What follows belongs to an exercise in optimizing a design on an open flow for small area and a short achievable clock period; a production flow would make more cautious choices. The RTL was checked by simulation tests, not by an equivalence proof against the original design. Power is estimated from default activity; no workload was simulated.

File: config.mk
export PLATFORM = sky130hd
export DESIGN_NAME = TopLevel
export DESIGN_NICKNAME = TopLevel
export VERILOG_FILES = /design/flow/design.v
export SDC_FILE = /design/flow/constraint.sdc
export NUM_CORES = 4
export LEC_CHECK = 0
export CAP_MARGIN = 20
export CORE_MARGIN = 2
export CORE_UTILIZATION = 40
export SLEW_MARGIN = 20
File: constraint.sdc
create_clock -name core_clock -period 15.0 [get_ports {clk}]
set_input_delay 3.0000 -clock core_clock [delete_from_list [all_inputs] [get_ports {clk}]]
set_output_delay 3.0000 -clock core_clock [all_outputs]
set_load 0.01 [all_outputs]
File: design.v
module TopLevel (
    input  logic        clk, rst,
    output logic [31:0] imem_addr,
    input  logic [31:0] imem_rdata,
    output logic [31:0] dmem_addr,
    output logic [31:0] dmem_wdata,
    output logic [3:0]  dmem_wstrb,
    output logic        dmem_re,
    input  logic [31:0] dmem_rdata
);
  logic [31:0] ins;
  logic [4:0]  op, rs1a, rs2a, rda;
  logic [2:0]  f3;
  assign ins  = imem_rdata;
  assign op   = ins[6:2];
  assign f3   = ins[14:12];
  assign rs1a = ins[19:15];
  assign rs2a = ins[24:20];
  assign rda  = ins[11:7];
  logic is_load, is_store, is_branch, is_jal, is_jalr, is_lui, is_auipc;
  assign is_load   = ~op[4] & ~op[3] & ~op[2];    
  assign is_store  = ~op[4] &  op[3] & ~op[2];    
  assign is_branch =  op[4] & ~op[0];             
  assign is_jal    =  op[4] &  op[1];             
  assign is_jalr   =  op[4] &  op[0] & ~op[1];    
  assign is_lui    =  op[3] &  op[2] &  op[0];    
  assign is_auipc  = ~op[3] &  op[2] &  op[0];    
  logic reg_wr;
  assign reg_wr = ~is_store & ~is_branch;
  logic [31:0] immI, immU, immC;
  assign immI = {{20{ins[31]}}, ins[31:20]};
  assign immU = {ins[31:12], 12'b0};
  always_comb begin
    if (is_branch)   immC = {{20{ins[31]}}, ins[7], ins[30:25], ins[11:8], 1'b0};
    else if (is_jal) immC = {{12{ins[31]}}, ins[19:12], ins[20], ins[30:21], 1'b0};
    else             immC = immU;
  end
  logic [31:0] wd, wdg;
  logic [31:0] rfq [0:31];
  assign wdg    = rst ? 32'd0 : wd;
  assign rfq[0] = 32'd0;
  genvar gi;
  generate
    for (gi = 1; gi < 32; gi = gi + 1) begin : g_rf
      logic [31:0] q;
      always_ff @(posedge clk)
        if (rst | (reg_wr & (rda == gi))) q <= wdg;
      assign rfq[gi] = q;
    end
  endgenerate
  logic [31:0] rs1, rs2;
  always_comb begin
    rs1 = 32'd0;
    rs2 = 32'd0;
    for (int k = 1; k < 32; k++) begin
      rs1 = rs1 | (rfq[k] & {32{rs1a == k[4:0]}});
      rs2 = rs2 | (rfq[k] & {32{rs2a == k[4:0]}});
    end
  end
  logic [31:1] pc;
  logic [31:0] pc4, pcadd, npc;
  assign imem_addr = {pc, 1'b0};
  assign pc4       = {pc[31:2] + 30'd1, pc[1], 1'b0};
  assign pcadd     = {pc, 1'b0} + immC;
  logic [31:0] addr;
  assign addr = rs1 + {immI[31:5], is_store ? ins[11:7] : ins[24:20]};
  logic [31:0] opb, sum, shin, shr, shres, alu;
  logic        sub_en, carry, lt, ltu, eq, cond;
  assign opb    = op[3] ? rs2 : immI;                  
  assign sub_en = op[4] | f3[1] | (op[3] & ins[30]);
  assign {carry, sum} = {1'b0, rs1} + {1'b0, opb ^ {32{sub_en}}} + {32'd0, sub_en};
  assign ltu    = ~carry;
  assign lt     = (rs1[31] ^ opb[31]) ? rs1[31] : sum[31];
  assign eq     = (rs1 == rs2);
  always_comb
    if (f3[2]) cond = (f3[1] ? ltu : lt) ^ f3[0];
    else       cond = eq ^ f3[0];
  always_comb begin
    for (int k = 0; k < 32; k++) shin[k] = f3[2] ? rs1[k] : rs1[31-k];
  end
  assign shr = 32'($signed({f3[2] & ins[30] & rs1[31], shin}) >>> opb[4:0]);
  always_comb begin
    for (int k = 0; k < 32; k++) shres[k] = f3[2] ? shr[k] : shr[31-k];
  end
  always_comb
    case (f3)
      3'b000:  alu = sum;
      3'b001:  alu = shres;
      3'b010:  alu = {31'd0, lt};
      3'b011:  alu = {31'd0, ltu};
      3'b100:  alu = rs1 ^ opb;
      3'b101:  alu = shres;
      3'b110:  alu = rs1 | opb;
      default: alu = rs1 & opb;
    endcase
  logic [7:0]  lbyte;
  logic [15:0] lhalf;
  logic [31:0] ld;
  always_comb begin
    case (addr[1:0])
      2'b00:   lbyte = dmem_rdata[7:0];
      2'b01:   lbyte = dmem_rdata[15:8];
      2'b10:   lbyte = dmem_rdata[23:16];
      default: lbyte = dmem_rdata[31:24];
    endcase
    lhalf = addr[1] ? dmem_rdata[31:16] : dmem_rdata[15:0];
    if (f3[1])      ld = dmem_rdata;
    else if (f3[0]) ld = {{16{~f3[2] & lhalf[15]}}, lhalf};
    else            ld = {{24{~f3[2] & lbyte[7]}}, lbyte};
  end
  assign dmem_addr  = addr;
  assign dmem_re    = is_load;
  assign dmem_wdata = f3[1] ? rs2 : f3[0] ? {2{rs2[15:0]}} : {4{rs2[7:0]}};
  always_comb begin
    if (!is_store)  dmem_wstrb = 4'b0000;
    else if (f3[1]) dmem_wstrb = 4'b1111;
    else if (f3[0]) dmem_wstrb = addr[1] ? 4'b1100 : 4'b0011;
    else            dmem_wstrb = 4'b0001 << addr[1:0];
  end
  always_comb begin
    if (op[4])                wd = pc4;                   
    else if (~op[2])          wd = ld;                    
    else if (op[0])           wd = op[3] ? immU : pcadd;  
    else                      wd = alu;                   
  end
  always_comb begin
    if (is_jalr)                         npc = {addr[31:1], 1'b0};
    else if (is_jal | (is_branch & cond)) npc = pcadd;
    else                                 npc = pc4;
  end
  always_ff @(posedge clk)
    if (rst) pc <= 31'd0;
    else     pc <= npc[31:1];
endmodule
File: run.sh
#!/bin/bash
# synth_recipe.tcl (not shown) runs the flow's synth.tcl, then flattens the netlist and writes it again
# the make line also repeats each setting of config.mk as NAME=value (left out here)
make -C /OpenROAD-flow-scripts/flow DESIGN_CONFIG=/design/flow/config.mk WORK_HOME=/design/flow/orfs CLKGATE_MAP_FILE= SYNTH_SCRIPT=/design/flow/synth_recipe.tcl finish
==> flow_metrics.tcl, run 1 <==
set metrics [dict create \
    drt_iter0_drc 12300 \
    grt_max_degree 66 \
    drv_slew 0 \
    ys_types 112 \
    min_path_type "reg2reg" \
    max-cap-violations 0 \
    syn_to_final_growth_pct 15.2 \
    grt_use_met1 0.502 \
    status "timing/DRC/antenna clean" \
    peakVddDrop_v 0.000123 \
    yosysSeqAreaShare 0.528 \
    synth_warnings 2 \
    pwr-share-seq 0.413 \
    clockRootBuffer "clkbuf_16" \
    startpoint_type "primary input" \
    min_period_ps 14230 \
    finalCritPeriodShare 0.949 \
    p_sw_mw 3.09 \
    synth_fp_nets 5298 \
    layout_common_cells "edfxtp_1, a22oi_1, buf_4" \
    grt_pass1_vias 50700 \
    antenna_found_initial 26 \
    cts-hold-fix-buffers 0 \
    layout_commonest_cell "edfxtp_1" \
    wire_per_inst_um 44.8 \
    cts.reportedPaths.clkPinSlew_ps 70 \
    vias_per_cell 7.63 \
    place.port_buffers 163 \
    cts.path.max_buffers 3 \
    synth_seq_cells 1023 \
    crit_path_max_incr_delay_ps 1060 \
    clk_latency_ps 740 \
    worstHoldPathCells 2 \
    dpl.hpwl_mm 200 \
    vias 54900 \
    cp.required_ps 12000 \
    cp_num_cells 21 \
    crit_buf_inv 4 \
    critPathTopFamily "simple AND/OR/NAND/NOR gates" \
    end_kind "primary output" \
    initial_core_util 0.402 \
    netlist_area_mm2 0.0576 \
    fmax_ghz 0.0703 \
    rsz0062_at_grt "false" \
    grt_pass1_wl_mm 429 \
    setup_viol 0 \
    firstDrtPassIters 10 \
    power_mw 8.97 \
    worst-setup-path-type "in2out" \
    pwr-share-comb 0.273 \
    syn_area_per_cell_um2 11.3 \
    tns_ps 0 \
    cts_sinks 1023 \
    place_congestion 1.03 \
    row_count 139 \
    pwr_density_cell_mw_per_mm2 135 \
    numCtsBuffers 108 \
    die_area_mm2 0.147 \
    hold_viol 0 \
    max-slew-margin-rel 0.0850 \
    place_area_mm2 0.0626 \
    die_h_um 383 \
    post-route-cell-area_mm2 0.0663 \
    antenna_left 0 \
    met2_usage 0.598 \
    r2r_cells 24 \
    io_pins 167 \
    htree_levels 3 \
    crit_fanout 14 \
    power.leakage_nw 24.8 \
    synthArstFlopShare 0 \
    worstMarginPinSlew_ps 1370 \
    crit_chain "clkdlybuf4s50_1 > nor3b_2 > buf_4 > and2_1 > buf_4 > a22oi_1 > nand4_1 > or4_1 > ha_1 > nand3_1 > a211oi_1 > o221ai_1 > a211oi_1 > o2111ai_1 > nand2_1 > a311oi_1 > o21ai_0 > a21o_1 > a21oi_1 > xnor2_1 > clkdlybuf4s50_1" \
    nNetsFinal 5420 \
    drive_above_1_share 0.130 \
    p_clk_frac 0.314 \
    cp.arrival_ps 11230 \
    synth_flop_cell "edfxtp_1" \
    routed_wl_mm 323 \
    p_sw_frac 0.344 \
    core-area_mm2 0.143 \
    track_usage 0.424 \
    cts_tree "done" \
    overflow 0 \
    power.internal_mw 5.88 \
    drc 0 \
    busiest_layer "met2" \
    postCtsSetupBuffers 0 \
    grt_use_met3 0.192 \
    die_w_um 383 \
    netlist_instances 5072 \
    clock_skew_ps 36.9 \
    slowest_stage "and2_1" \
    cts_resized 0 \
    synth_edf_count 992 \
]
[layout make-up]
type / instances / area [µm²]
clock inverters: 78 / 831
fillers: 13100 / 77000
repair buffers: 433 / 3750
well taps: 1903 / 2380
clock buffers: 122 / 2820
diodes: 13 / 32.5
inverters: 115 / 435
flip-flops and latches: 1023 / 30400
multi-input cells: 3513 / 25700
[tightest hold or removal path, delay by kind of cell (launching register included)]
family             cells  cell delay [ps]
DFF                    1              480
and+or+nand+nor        1              100
AOI/OAI and AO/OA      1              190
[worst paths after layout]
| kind | from | end | slack (ps) |
|---|---|---|---|
| worst max-delay path | imem_rdata[17] | dmem_addr[31] | 770 |
| worst min-delay path | pc[1] | pc[1] | 830 |
| worst min register to register | pc[1] | pc[1] | 830 |
| worst max register to register | g_rf[29].q[0] | g_rf[25].q[22] | 6790 |
[power groups by stage]
stage | Clock, mW | Combinational [mW] | Sequential, mW
finish | 2.81 | 2.45 | 3.70
global route | 2.90 | 2.50 | 3.72
detailed placement | 0 | 2.31 | 3.75
global placement | 0 | 2.30 | 3.75
CTS | 2.79 | 2.31 | 3.69
floorplan | 0 | 1.24 | 3.68
[metrics by stage]
step | cells | worst slack (ps) | util | hold slack, ps
floorplan | 5072 | 4290 | - | 688
global placement | 6983 | 1300 | 0.436 | 812
detailed placement | 6985 | 1230 | 0.437 | 789
CTS | 7185 | 1220 | 0.462 | 803
global route | 7189 | 894 | 0.463 | 855
finish | 7200 | 766 | 0.463 | 828
[per-layer routing]
layer  up-vias  routed length (µm)
met5         -                 103
met4        14               34100
met3      1986               56200
met2      6033              127000
met1     26200              105000
li1      20700                   -
[state kept, by name, summed over array words and instances (netlist names)]
name    cells
pc         31
g_rf.q    992
[Yosys cell counts (all sizes together) (37+ instances only)]
cell type  number  area share
o21ai         140       0.012
mux2i          75       0.014
inv           109      0.0072
xnor2         122       0.019
a31oi          38      0.0042
edfxtp        992        0.52
a32oi          82       0.012
nor3           60      0.0054
a21o           71      0.0093
a22o           72       0.011
nand3         255       0.022
a211oi         37      0.0050
and3          256       0.028
xor2           57      0.0087
nand2         238       0.016
a22oi         542       0.071
nor2          267       0.017
nand4         112       0.012
and2           38      0.0041
clkbuf        297       0.019
a221oi         87       0.013
buf           124       0.013
or4            52      0.0068
a2111oi        88       0.015
ha            157       0.034
a21oi         222       0.020
[cells by family after synthesis]
logic type                 count (synthesis)  synth area share
and+or+nand+nor                         1445             0.133
DFF                                     1023             0.528
buffers and inverters                    536            0.0402
muxes                                    132            0.0312
adders and majority gates                160            0.0352
xor gates and xnor gates                 179            0.0272
AOI/OAI and AO/OA                       1596             0.205
other                                      1         0.0000651
==> inputs of run 2 (changes only) <==
--- a/config.mk
+++ b/config.mk
@@ -9,3 +9,4 @@
 export CORE_MARGIN = 2
 export CORE_UTILIZATION = 40
+export SETUP_SLACK_MARGIN = 5
 export SLEW_MARGIN = 20
==> run 2 against run 1 <==
Effect of this change:
- clock-buffer cell count down 7
- still clean on timing, DRC and antenna
- highest routed layer unchanged
- critical path type unchanged
- total power grew 2.7%
- synthesized cell count did not move
- first-iteration DRC count increased by 3.6%
- sequential power hardly changed
==> flow_metrics.tcl, run 2 <==
set metrics [dict create \
    cp.arrival_ps 7980 \
    place.port_buffers 163 \
    synth-simple-area-share 0.133 \
    vias 57000 \
    initial_core_util 0.402 \
    synth_fp_nets 5298 \
    crit_path_max_incr_delay_ps 610 \
    ys_types 112 \
    hold_path_startpoint "pc[26]" \
    yosysMostFrequentCell "edfxtp_1" \
    cts_tree "done" \
    fill_cells 12700 \
    yosys.area_share.xor_xnor 0.0272 \
    finalCritPeriodShare 0.732 \
    fmax_ghz 0.0911 \
    synthArstFlopShare 0 \
    registers.top_by_ff_count "g_rf.q" \
    p_sw_frac 0.352 \
    die_area_mm2 0.147 \
    synth_area_leaders "edfxtp_1, a22oi_1, ha_1" \
    antenna_left 0 \
    firstDrtPassIters 12 \
    largest_register_ffs 992 \
    setup_ws_ps 4020 \
    p_clk_frac 0.299 \
    clock_skew_ps 101 \
    wire_per_inst_um 44.5 \
    grt_pass1_vias 52200 \
    tns_ps 0 \
    antenna_found_initial 28 \
    min_path_type "reg2reg" \
    post-place-ws_ps 1690 \
    grt_pass1_wl_mm 437 \
    cts.path.max_buffers 3 \
    layout_common_cells "edfxtp_1, a22oi_1, buf_4" \
    slowest_stage "or4_4" \
    status "timing/DRC/antenna clean" \
    yosysSeqAreaShare 0.528 \
    synth_top_family_by_area "compound AO/OA/AOI/OAI gates" \
    synth_warnings 2 \
    cp.required_ps 12000 \
    crit_fanout 16 \
    rsz0062_at_grt "true" \
    place_area_mm2 0.0625 \
    synth.top_cell.area_share 0.518 \
    peakVddDrop_v 0.000109 \
    hold_viol 0 \
    syn_to_final_growth_pct 22.0 \
    clockRootBuffer "clkbuf_16" \
    synth_seq_cells 1023 \
    syn_area_per_cell_um2 11.3 \
    grt_max_degree 54 \
    synth_compound_area_frac 0.205 \
    max-slew-margin-rel 0.148 \
    drc 0 \
    worst_r2r_endpoint "g_rf[22].q[22]" \
    hold_end "pc[26]" \
    yosys.area.top_type "edfxtp_1" \
    setup_viol 0 \
    track_usage 0.433 \
    core-area_mm2 0.143 \
    startpoint_type "primary input" \
    layout_commonest_cell "edfxtp_1" \
    drt_iter0_drc 12800 \
    place_congestion 1.08 \
    worstMarginPinSlew_ps 1280 \
    htree_levels 3 \
    routed_wl_mm 330 \
    pwr-share-seq 0.403 \
    row_count 139 \
    r2r_start "g_rf[29].q[0]" \
    synth_edf_count 992 \
    drive_above_1_share 0.195 \
    die_w_um 383 \
    cts.reportedPaths.clkPinSlew_ps 60 \
    yosys.area_share.adder 0.0352 \
    vias_per_cell 7.69 \
    pwr_density_cell_mw_per_mm2 131 \
    r2r_cells 26 \
    post-route-cell-area_mm2 0.0702 \
    die_h_um 383 \
    drv_slew 0 \
    worst-setup-path-type "in2out" \
    worstHoldPathCells 3 \
    end_kind "primary output" \
    dpl.hpwl_mm 198 \
    numCtsBuffers 105 \
    p_sw_mw 3.24 \
    clk_latency_ps 790 \
    overflow 0 \
    ys_top_cells_by_count "edfxtp_1, a22oi_1, clkbuf_1, nor2_1" \
    power_mw 9.21 \
    max-cap-violations 0 \
    power.internal_mw 5.97 \
    min_period_ps 10980 \
    netlist_instances 5072 \
    netlist_area_mm2 0.0576 \
    rrSetupSlack_ps 7650 \
    reg_top3 "g_rf.q x992, pc x31" \
    power.leakage_nw 26.5 \
    io_pins 167 \
    synth_flop_cell "edfxtp_1" \
    pwr-share-comb 0.298 \
    nNetsFinal 5626 \
    synth.area.mux_share 0.0312 \
    cts_sinks 1023 \
]
## run 2: cell counts after synthesis
No cell type changed its count.
## run 2: timing repair
item | CTS | global route
buffers inserted | 153 | 66
hold buffers | 0 | 0
cloned | 11 | 2
resized for setup | 399 | 166
setup endpoints to repair | 550 | 381
pin swaps | 88 | 63
## run 2: worst max path at each step
| stage | startpoint | endpoint | cells after the start |
|---|---|---|---|
| floorplan | imem_rdata[19] | dmem_addr[22] | 25 |
| global placement | imem_rdata[17] | dmem_addr[31] | 23 |
| detailed placement | imem_rdata[17] | dmem_addr[31] | 23 |
| CTS | imem_rdata[18] | dmem_addr[30] | 23 |
| global route | imem_rdata[18] | dmem_addr[30] | 24 |
| finish | imem_rdata[17] | dmem_addr[30] | 25 |
## run 2: cells by family (layout without fill, tap and decap cells)
logic type,after synthesis,after routing
mux,132,132
flops,1023,1023
simple gates,1445,1449
other cells,1,28
compound gates,1596,1596
buf+inv,536,944
fa+ha+maj,160,160
xor+xnor,179,179
## run 2: stage by stage
stage                      util  hold WS [ps]  instances
final                     0.490           844       7414
after global placement    0.436           811       6964
after floorplan               -           688       5072
after CTS                 0.480           842       7319
after global routing      0.490           867       7393
after detailed placement  0.436           825       6964
## run 2: critical path, delay by kind of cell
| family | cells | cell delay, ps |
|---|---|---|
| XOR/XNOR | 1 | 290 |
| adder cells (fa/ha/maj) | 1 | 340 |
| buffers and inverters | 7 | 1130 |
| AO/OA/AOI/OAI | 12 | 2180 |
| AND/OR/NAND/NOR | 4 | 990 |
## run 2: final cells by class
type	count	area, µm²	share of cell area
Clock buffer	115	2670	0.0379
Multi-Input combinational cell	3517	27200	0.387
Tap cell	1903	2380	0.0339
Clock inverter	76	867	0.0123
Timing Repair Buffer	638	6230	0.0887
Inverter	115	439	0.00625
Antenna cell	27	67.6	0.000962
Sequential cell	1023	30400	0.433
## run 2: power by group through the flow
| stage | combinational (mW) | clock, mW | sequential [mW] |
|---|---|---|---|
| after global placement | 2.32 | 0 | 3.75 |
| after floorplan | 1.26 | 0 | 3.68 |
| after CTS | 2.49 | 2.73 | 3.70 |
| final | 2.74 | 2.76 | 3.71 |
| after global routing | 2.78 | 2.84 | 3.73 |
| after detailed placement | 2.34 | 0 | 3.75 |
## run 2: per-layer routing
metal / global-route usage / wire [µm] / vias to the layer above
met5: 0.0296 / 928 / -
met4: 0.349 / 36000 / 37
met3: 0.211 / 59400 / 2176
met2: 0.593 / 129000 / 6657
met1: 0.508 / 105000 / 27000
li1: - / - / 21100
==> inputs of run 3 (changes only) <==
--- a/design.v
+++ b/design.v
@@ -1,2 +1,12 @@
+module rf_read_port (
+    input  logic [31:1]   sel,
+    input  logic [1023:32] d,
+    output logic [31:0]   q
+);
+  always_comb begin
+    q = 32'd0;
+    for (int k = 1; k < 32; k++) q = q | (d[32*k +: 32] & {32{sel[k]}});
+  end
+endmodule
 module TopLevel (
     input  logic        clk, rst,
@@ -36,8 +46,7 @@
     else             immC = immU;
   end
-  logic [31:0] wd, wdg;
-  logic [31:0] rfq [0:31];
-  assign wdg    = rst ? 32'd0 : wd;
-  assign rfq[0] = 32'd0;
+  logic [31:0]    wd, wdg;
+  logic [1023:32] rff;
+  assign wdg = rst ? 32'd0 : wd;
   genvar gi;
   generate
@@ -46,16 +55,16 @@
       always_ff @(posedge clk)
         if (rst | (reg_wr & (rda == gi))) q <= wdg;
-      assign rfq[gi] = q;
+      assign rff[32*gi +: 32] = q;
     end
   endgenerate
+  logic [31:1] sel1, sel2;
+  always_comb
+    for (int k = 1; k < 32; k++) begin
+      sel1[k] = (rs1a == k[4:0]);
+      sel2[k] = (rs2a == k[4:0]);
+    end
   logic [31:0] rs1, rs2;
-  always_comb begin
-    rs1 = 32'd0;
-    rs2 = 32'd0;
-    for (int k = 1; k < 32; k++) begin
-      rs1 = rs1 | (rfq[k] & {32{rs1a == k[4:0]}});
-      rs2 = rs2 | (rfq[k] & {32{rs2a == k[4:0]}});
-    end
-  end
+  rf_read_port rp1 (.sel(sel1), .d(rff), .q(rs1));
+  rf_read_port rp2 (.sel(sel2), .d(rff), .q(rs2));
   logic [31:1] pc;
   logic [31:0] pc4, pcadd, npc;
--- a/config.mk
+++ b/config.mk
@@ -11,2 +11,4 @@
 export SETUP_SLACK_MARGIN = 5
 export SLEW_MARGIN = 20
+export SYNTH_HIERARCHICAL = 1
+export SYNTH_MINIMUM_KEEP_SIZE = 0
==> run 3 against run 2 <==
Effect of this change:
- register-to-register slack gained 670 ps
- still clean on timing, DRC and antenna
- area after synthesis shrank 3.2%
- critical endpoint is now dmem_addr[31]
- routed wire length shrank 23%
- clock power shrank 5%
- sequential share of layout area grew 2.0 points
- final area shrank 4.4%
==> flow_metrics.tcl, run 3 <==
set metrics [dict create \
    status "timing/DRC/antenna clean" \
    synth_area_leaders "edfxtp_1, a22oi_1, ha_1" \
    regArea_mm2 0.0304 \
    r2r_cells 19 \
    clock_skew_ps 64.5 \
    pwr_density_cell_mw_per_mm2 132 \
    die_area_mm2 0.142 \
    syn_area_per_cell_um2 11.8 \
    die_h_um 377 \
    layout_common_cells "edfxtp_1, a22oi_1, buf_4" \
    reg_top3 "g_rf.q x992, pc x31" \
    synth_edf_count 992 \
    post-place-ws_ps 2170 \
    drc 0 \
    cp.required_ps 12000 \
    cts_tree "done" \
    wire_per_inst_um 36.8 \
    crit_buf_inv 5 \
    drt_iter0_drc 8324 \
    netlist_area_mm2 0.0557 \
    peakVddDrop_v 0.000173 \
    numCtsBuffers 105 \
    ys_top_cells_by_count "edfxtp_1, a22oi_1, clkbuf_1, nand2_1, nor2_1" \
    overflow 0 \
    multi_input_area_mm2 0.0257 \
    vias_per_cell 7.01 \
    initial_core_util 0.404 \
    netlist_instances 4741 \
    crit_path_max_incr_delay_ps 710 \
    crit_fanout 32 \
    cp.arrival_ps 7580 \
    worstMarginPinSlew_ps 1150 \
    cts.reportedPaths.clkPinSlew_ps 60 \
    min_period_ps 10580 \
    clockRootBuffer "clkbuf_16" \
    syn_to_final_growth_pct 20.5 \
    rrSetupSlack_ps 8320 \
    fmax_ghz 0.0945 \
    nNetsFinal 5271 \
    grt_pass1_vias 44600 \
    hold_viol 0 \
    cts_sinks 1023 \
    synth_seq_cells 1023 \
    max-cap-violations 0 \
    ys_types 86 \
    largest_register_ffs 992 \
    antenna_found_initial 19 \
    power.leakage_nw 24.3 \
    die_w_um 377 \
    io_pins 167 \
    grt_max_degree 66 \
    antenna_left 0 \
    startpoint_type "primary input" \
    registers.top_by_ff_count "g_rf.q" \
    cts.path.max_buffers 3 \
    track_usage 0.345 \
    crit_chain "buf_6 > buf_12 > nand2b_4 > nor2_2 > buf_12 > a222oi_1 > nand3_1 > or4_4 > ha_4 > and3_4 > a221oi_4 > a211oi_2 > a2bb2oi_2 > a31o_4 > a31oi_4 > a221oi_4 > o22ai_2 > buf_4 > a311oi_2 > buf_2" \
    drive_above_1_share 0.195 \
    fill_cells 12200 \
    synth_warnings 8 \
    core-area_mm2 0.138 \
    critPathTopFamily "compound AO/OA/AOI/OAI gates" \
    dpl.hpwl_mm 168 \
    row_count 136 \
    synth.top_cell.area_share 0.535 \
    tns_ps 0 \
    max-slew-margin-rel 0.233 \
    htree_levels 3 \
    synth_flop_cell "edfxtp_1" \
    synthArstFlopShare 0 \
    yosys.area.top_type "edfxtp_1" \
    hold_path_startpoint "pc[1]" \
    firstDrtPassIters 7 \
    finalCritPeriodShare 0.705 \
    worst-setup-path-type "in2out" \
    r2r_start "g_rf[2].q[2]" \
    cp_num_cells 20 \
    vias 48600 \
    yosysMostFrequentCell "edfxtp_1" \
    place_congestion 1.08 \
    slowest_stage "or4_4" \
    rsz0062_at_grt "true" \
    end_kind "primary output" \
    cts-hold-fix-buffers 0 \
    layout_commonest_cell "edfxtp_1" \
    worst_r2r_endpoint "pc[25]" \
    setup_ws_ps 4420 \
    clk_latency_ps 750 \
    drv_slew 0 \
    synth_fp_nets 4969 \
    place.port_buffers 163 \
    setup_viol 0 \
    yosysSeqAreaShare 0.546 \
    min_path_type "reg2reg" \
    setup.worst_path.start "imem_rdata[17]" \
    routed_wl_mm 255 \
    crit_path_end "dmem_addr[31]" \
    grt_pass1_wl_mm 347 \
]
[run 3: cell type report]
| cell class | count | area share |
|---|---|---|
| Antenna cell | 7 | 0.000261 |
| Clock buffer | 130 | 0.0405 |
| Clock inverter | 65 | 0.0101 |
| Inverter | 97 | 0.00550 |
| Multi-Input combinational cell | 3286 | 0.383 |
| Sequential cell | 1023 | 0.453 |
| Tap cell | 1794 | 0.0334 |
| Timing Repair Buffer | 530 | 0.0745 |
[run 3: report_power, final]
group / total [mW] / internal [mW] / switching [mW]
Sequential: 3.67 / 3.50 / 0.168
Combinational: 2.56 / 0.888 / 1.68
Clock: 2.61 / 1.47 / 1.14
Total: 8.84 / 5.85 / 2.98
[run 3: through the flow]
step            util  instances  power [mW]  instance area, µm²  hold WS, ps
3_3_place_gp   0.439       6562        5.91               60500          667
4_1_cts        0.481       6885        8.67               66300          700
6_report       0.487       6932        8.84               67200          706
2_1_floorplan      -       4741        4.91               55900          649
5_1_grt        0.487       6926        9.06               67100          758
3_5_place_dp   0.439       6562        5.93               60500          689
[run 3: kinds of logic after synthesis]
family / share of synthesized area
fa+ha+maj: 0.0368
other cells: 0.0000673
buf+inv: 0.0324
flops: 0.546
mux: 0.0353
xor+xnor: 0.0275
simple gates: 0.0947
compound gates: 0.228
[run 3: metal layers]
layer  global-route usage  part of all wire  vias to the layer above
li1                     -                 -                    19900
met3               0.0974              0.14                      804
met5                    0           0.00042                        -
met4                0.221             0.079                       14
met1                0.452              0.37                    24000
met2                0.502              0.42                     3843
[run 3: worst register-to-register path, cell delays in order (launching register included)]
cell	delay, ps
edfxtp_1	390
a22o_1	250
a221oi_2	190
nand3_1	290
or4_4	740
mux2_4	520
xnor2_1	210
ha_1	350
nor2b_2	210
o31a_1	300
o211ai_1	460
o211ai_1	250
a2bb2oi_2	310
nand3b_1	180
nand4_1	390
and4_4	420
nor3_4	290
buf_4	280
mux2_2	410
nor3_1	160
[run 3: modules after synthesis, one instance, submodules excluded]
module,flops+latches,cells inside,times used
TopLevel,1023,3275,1
rf_read_port,0,733,2
[run 3: timing repair]
action | 4_1_cts | 5_1_grt
hold endpoints to repair | 0 | 0
gates cloned | 9 | 6
setup buffers | 119 | 33
setup endpoints to repair | 562 | 311
gates resized for setup | 352 | 129
pin swaps | 105 | 57
[run 3: worst min path at each step]
stage	to	slack [ps]	depth (start not counted)
2_1_floorplan	pc[1]	650	3
3_3_place_gp	pc[1]	670	3
3_5_place_dp	pc[1]	690	3
4_1_cts	pc[1]	700	3
5_1_grt	pc[1]	760	3
6_report	pc[1]	710	3

## static timing again, ports no longer ideal
No port has a modelled driver above. Below, the same layouts with a new extraction and two added sets of constraints. Step 1 sets driving cells, clkbuf_16 on the clock port and buf_2 on the other inputs (assumed; they add their load-dependent delay and slew). Step 2 moves the port delays by t, midway between the first and last clock arrival at a register: inputs arrive t later, outputs are due t later. That takes back most of the time a late clock gives input paths. Slacks: ideal / step 1 / step 2; pairs: ideal / step 1.
run | t, ns | setup slack, ns | cell pins on the clock port's net
run 1 | 0.792 | 0.766 / 0.720 / 0.720 | 1
run 2 | 0.821 | 4.022 / 3.901 / 3.901 | 1
run 3 | 0.785 | 4.421 / 4.381 / 4.270 | 1
After both steps setup and hold are still met in every run listed. The setup slack of run 3, which loses most, moves by -0.040 ns with the drivers and by -0.151 ns with both steps.
